Source: an optimization exercise on an open RTL-to-GDS flow (aim: small area). Production flows keep margins and buffers that such runs may drop. The RTL was checked by simulation tests, not by an equivalence proof against the original design. No activity file was given, so power comes from the tool's default toggle rates. The clock port is modelled as an ideal driver; clocking choices that lean on that would not hold on a real chip.

==> inputs of wip/tundra <==
==> flow/design.v <==
module param_synch_fifo #(parameter WIDTH = 16,
                          parameter DEPTH = 32,
                          parameter PTR_WIDTH = 6) (clk,rstn,write,read,din,dout,empty,full);
input clk,rstn;
input write,read;
input [WIDTH-1:0] din;
output reg [WIDTH-1:0] dout;
output wire empty, full;
localparam AW = PTR_WIDTH-1;
reg [AW-1:0] idx;
reg e;
reg p;
assign empty = e;
assign full = ~e & (&idx);
wire push = write & ~full;
wire pop  = read & ~e;
wire pushn = ~push;
always @(posedge clk or negedge rstn)
begin
		if (!rstn)
				p <= 1'b0;
		else
				p <= ~p;
end
wire [WIDTH-1:0] word [0:DEPTH];
assign word[0] = din ^ {WIDTH{p}};
genvar g, b;
generate
		for (g = 0; g < DEPTH; g = g + 1) begin : gw
				reg [WIDTH-1:0] w;
				wire [WIDTH-1:0] nx;
				for (b = 0; b < WIDTH; b = b + 1) begin : gb
						fifo_o22ai u (.a1(word[g][b]), .a2(pushn), .b1(w[b]), .b2(push), .y(nx[b]));
				end
				always @(posedge clk)
						w <= nx;
				assign word[g+1] = w;
		end
endgenerate
wire up = push & ~pop;
wire dn = pop & ~push;
always @(posedge clk)
begin
		idx <= e ? {AW{1'b0}} : idx + {{(AW-1){dn}}, up | dn};
end
always @(posedge clk or negedge rstn)
begin
		if (!rstn)
				e <= 1'b1;
		else if (push)
				e <= 1'b0;
		else if (pop & (idx == {AW{1'b0}}))
				e <= 1'b1;
end
wire [DEPTH:0] sel;
generate
		for (g = 0; g < DEPTH; g = g + 1) begin : gsel
				assign sel[g] = pop & (idx == g);
		end
endgenerate
assign sel[DEPTH] = ~pop;
localparam NG = (DEPTH+1)/3;
wire [WIDTH-1:0] src [0:DEPTH];
generate
		for (g = 0; g < DEPTH; g = g + 1) begin : gsrc
				assign src[g] = word[g+1];
		end
endgenerate
assign src[DEPTH] = dout;
wire [WIDTH-1:0] rdata;
wire fix = pop & p;
generate
		for (b = 0; b < WIDTH; b = b + 1) begin : gbit
				wire [NG-1:0] q;
				for (g = 0; g < NG; g = g + 1) begin : ggrp
						fifo_aoi222 u (.a1(sel[3*g]),   .a2(src[3*g][b]),
						               .b1(sel[3*g+1]), .b2(src[3*g+1][b]),
						               .c1(sel[3*g+2]), .c2(src[3*g+2][b]), .y(q[g]));
				end
				assign rdata[b] = ~(&q) ^ fix;
		end
endgenerate
always @(posedge clk or negedge rstn)
begin
		if (!rstn)
				dout <= {WIDTH{1'b0}};
		else
				dout <= rdata;
end
endmodule
module fifo_o22ai (a1, a2, b1, b2, y);
input a1, a2, b1, b2;
output y;
assign y = ~((a1 | a2) & (b1 | b2));
endmodule
module fifo_aoi222 (a1, a2, b1, b2, c1, c2, y);
input a1, a2, b1, b2, c1, c2;
output y;
assign y = ~((a1 & a2) | (b1 & b2) | (c1 & c2));
endmodule
==> flow/flow/run.sh <==
#!/bin/bash
# Own layout flow: the standard flow (standard.sh) with two changes:
#  - port buffers use the smallest buffer cell (buf_1) instead of the
#    default pick, still one buffer on every input and output port;
#  - clock tree synthesis without dummy loads, with clkbuf_16 leaf buffers.
# Each tool's output goes to a log in this folder.
set -o pipefail
cp standard.sh standard_sh_copy.log
export BUFFER_PORTS_ARGS="-buffer_cell sky130_fd_sc_hd__buf_1"
export CTS_ARGS="-sink_clustering_enable -repair_clock_nets -dont_use_dummy_load -buf_list sky130_fd_sc_hd__clkbuf_16 -sink_clustering_size 30 -sink_clustering_max_diameter 80"
bash standard.sh > standard_flow.log 2>&1
==> flow/standard.sh <==
#!/bin/bash
# synth_recipe.tcl (not shown) runs the flow's synth.tcl, then flattens the netlist and writes it again
# the make line also repeats each setting of config.mk as NAME=value (left out here)
make -C /OpenROAD-flow-scripts/flow DESIGN_CONFIG=/design/flow/config.mk WORK_HOME=/design/flow/orfs CLKGATE_MAP_FILE= SYNTH_SCRIPT=/design/flow/synth_recipe.tcl "${@:-finish}"
==> flow/config.mk <==
export PLATFORM = sky130hd
export DESIGN_NAME = param_synch_fifo
export DESIGN_NICKNAME = param_synch_fifo
export VERILOG_FILES = /design/flow/design.v
export SDC_FILE = /design/flow/constraint.sdc
export NUM_CORES = 4
export LEC_CHECK = 0
export CAP_MARGIN = 5
export CORE_MARGIN = 2
export CORE_UTILIZATION = 65
export GPL_ROUTABILITY_DRIVEN = 0
export GPL_TIMING_DRIVEN = 0
export PLACE_DENSITY = 0.75
export SLEW_MARGIN = 5
export SYNTH_HIERARCHICAL = 1
==> flow/constraint.sdc <==
create_clock -name core_clock -period 5.0 [get_ports {clk}]
set_input_delay 1.0000 -clock core_clock [delete_from_list [all_inputs] [get_ports {clk}]]
set_output_delay 1.0000 -clock core_clock [all_outputs]
set_load 0.01 [all_outputs]
==> inputs of wip/sierra, as changes to wip/tundra <==
==> flow/design.v (replaced) <==
module param_synch_fifo #(parameter WIDTH = 16,
                          parameter DEPTH = 32,
                          parameter PTR_WIDTH = 6) (clk,rstn,write,read,din,dout,empty,full);
input clk,rstn;
input write,read;
input [WIDTH-1:0] din;
output reg [WIDTH-1:0] dout;
output wire empty, full;
localparam AW = PTR_WIDTH-1;
reg [WIDTH*DEPTH-1:0] sr;
reg [AW-1:0] idx;
reg e;
assign empty = e;
assign full = ~e & (&idx);
wire push = write & ~full;
wire pop  = read & ~e;
always @(posedge clk)
begin
		if (push)
				sr <= {sr[WIDTH*(DEPTH-1)-1:0], din};
end
always @(posedge clk)
begin
		if (push & ~pop)
				idx <= e ? {AW{1'b0}} : idx + 1'b1;
		else if (pop & ~push & (idx != {AW{1'b0}}))
				idx <= idx - 1'b1;
end
always @(posedge clk or negedge rstn)
begin
		if (!rstn)
				e <= 1'b1;
		else if (push)
				e <= 1'b0;
		else if (pop & (idx == {AW{1'b0}}))
				e <= 1'b1;
end
reg [WIDTH-1:0] rdata;
integer k;
always @(*)
begin
		rdata = pop ? {WIDTH{1'b0}} : dout;
		for (k = 0; k < DEPTH; k = k + 1)
				rdata = rdata | ({WIDTH{pop & (idx == k)}} & sr[WIDTH*k +: WIDTH]);
end
always @(posedge clk or negedge rstn)
begin
		if (!rstn)
				dout <= {WIDTH{1'b0}};
		else
				dout <= rdata;
end
endmodule
==> flow/run.sh (new file) <==
#!/bin/bash
# synth_recipe.tcl (not shown) runs the flow's synth.tcl, then flattens the netlist and writes it again
# the make line also repeats each setting of config.mk as NAME=value (left out here)
make -C /OpenROAD-flow-scripts/flow DESIGN_CONFIG=/design/flow/config.mk WORK_HOME=/design/flow/orfs CLKGATE_MAP_FILE= SYNTH_SCRIPT=/design/flow/synth_recipe.tcl finish
- CAP_MARGIN: 5 -> 20
- CORE_UTILIZATION: 65 -> 40
- GPL_ROUTABILITY_DRIVEN: 0 -> not set
- GPL_TIMING_DRIVEN: 0 -> not set
- PLACE_DENSITY: 0.75 -> not set
- SLEW_MARGIN: 5 -> 20
- SYNTH_HIERARCHICAL: 1 -> not set
removed: flow/flow/run.sh
removed: flow/standard.sh
==> comparison table <==
| item | wip/sierra | wip/tundra |
|---|---|---|
| Status | complete, no violations | complete, no violations |
| Share of total power in combinational logic | 6.7% | 21.9% |
| Met3 usage in global routing | 4.892% | 3.297% |
| Final critical-path required period | 3.806 ns | 4.045 ns |
| Clock insertion delay at the later pin of the skew report | 0.60 ns | 0.55 ns |
| Synth warn | 1 | 7 |
| Via Count | 11350 | 13900 |
| Routed length on met1 | 22.82 mm | 18.13 mm |
| Proportion of cell area spent on the clock network | 8.059% | 2.820% |
| Bufs and invs on worst path | 1 | 6 |
| Number of instances in the synthesized netlist | 1087 | 1410 |
| Number of inverters outside the clock class in the layout | 6 | 7 |
| Comb_multi_in | 476 | 860 |
| Initial standard-cell utilization of the core | 40.37% | 65.70% |
| Transition time at the pin with the least slew margin | 1.170 ns | 1.338 ns |
| Switching share of total power | 22.70% | 32.97% |
| Static Leak | 7.767 nW | 6.647 nW |
| Share of the clock period used by the worst path after layout | 76.13% | 80.90% |
| Simple-gate share of the synthesized area | 6.835% | 4.164% |
| Most common cell after layout, fill and taps aside | sky130_fd_sc_hd__edfxtp_1 | sky130_fd_sc_hd__dfxtp_1 |
| Final-layout clock buffer total | 87 | 21 |
| Detailed router's first-iteration violation count | 1775 | 2290 |
| Combinational gate power | 0.000701 W | 0.00255 W |

-- separate check: timing with driven ports --
The flow's constraints put no driver on any port. The routed layouts listed below were extracted and timed again, unchanged, in two steps.
Step 1 sets driving cells, clkbuf_16 on the clock port and buf_2 on the other inputs (assumed; they add their load-dependent delay and slew).
Step 2 times the ports against the registers' clock, not the clock port: input delays grow and output delays shrink by t, the midpoint of the rising clock arrivals with the driver on.
a / b / c = ideal ports / drivers / drivers and shift; a / b = the first two.
run	t, ns	slack for setup (ns)	worst hold slack (ns)	worst slew at a driven data input, ns
wip/tundra	0.590	0.955 / 0.955 / 0.632	0.441 / 0.441 / 0.441	0.04
wip/sierra	0.646	1.194 / 1.225 / 0.579	0.438 / 0.438 / 0.438	0.04
After both steps every run listed still meets setup and hold. For wip/sierra, which loses most, drivers alone change the setup slack by +0.031 ns; drivers and shift together by -0.615 ns.
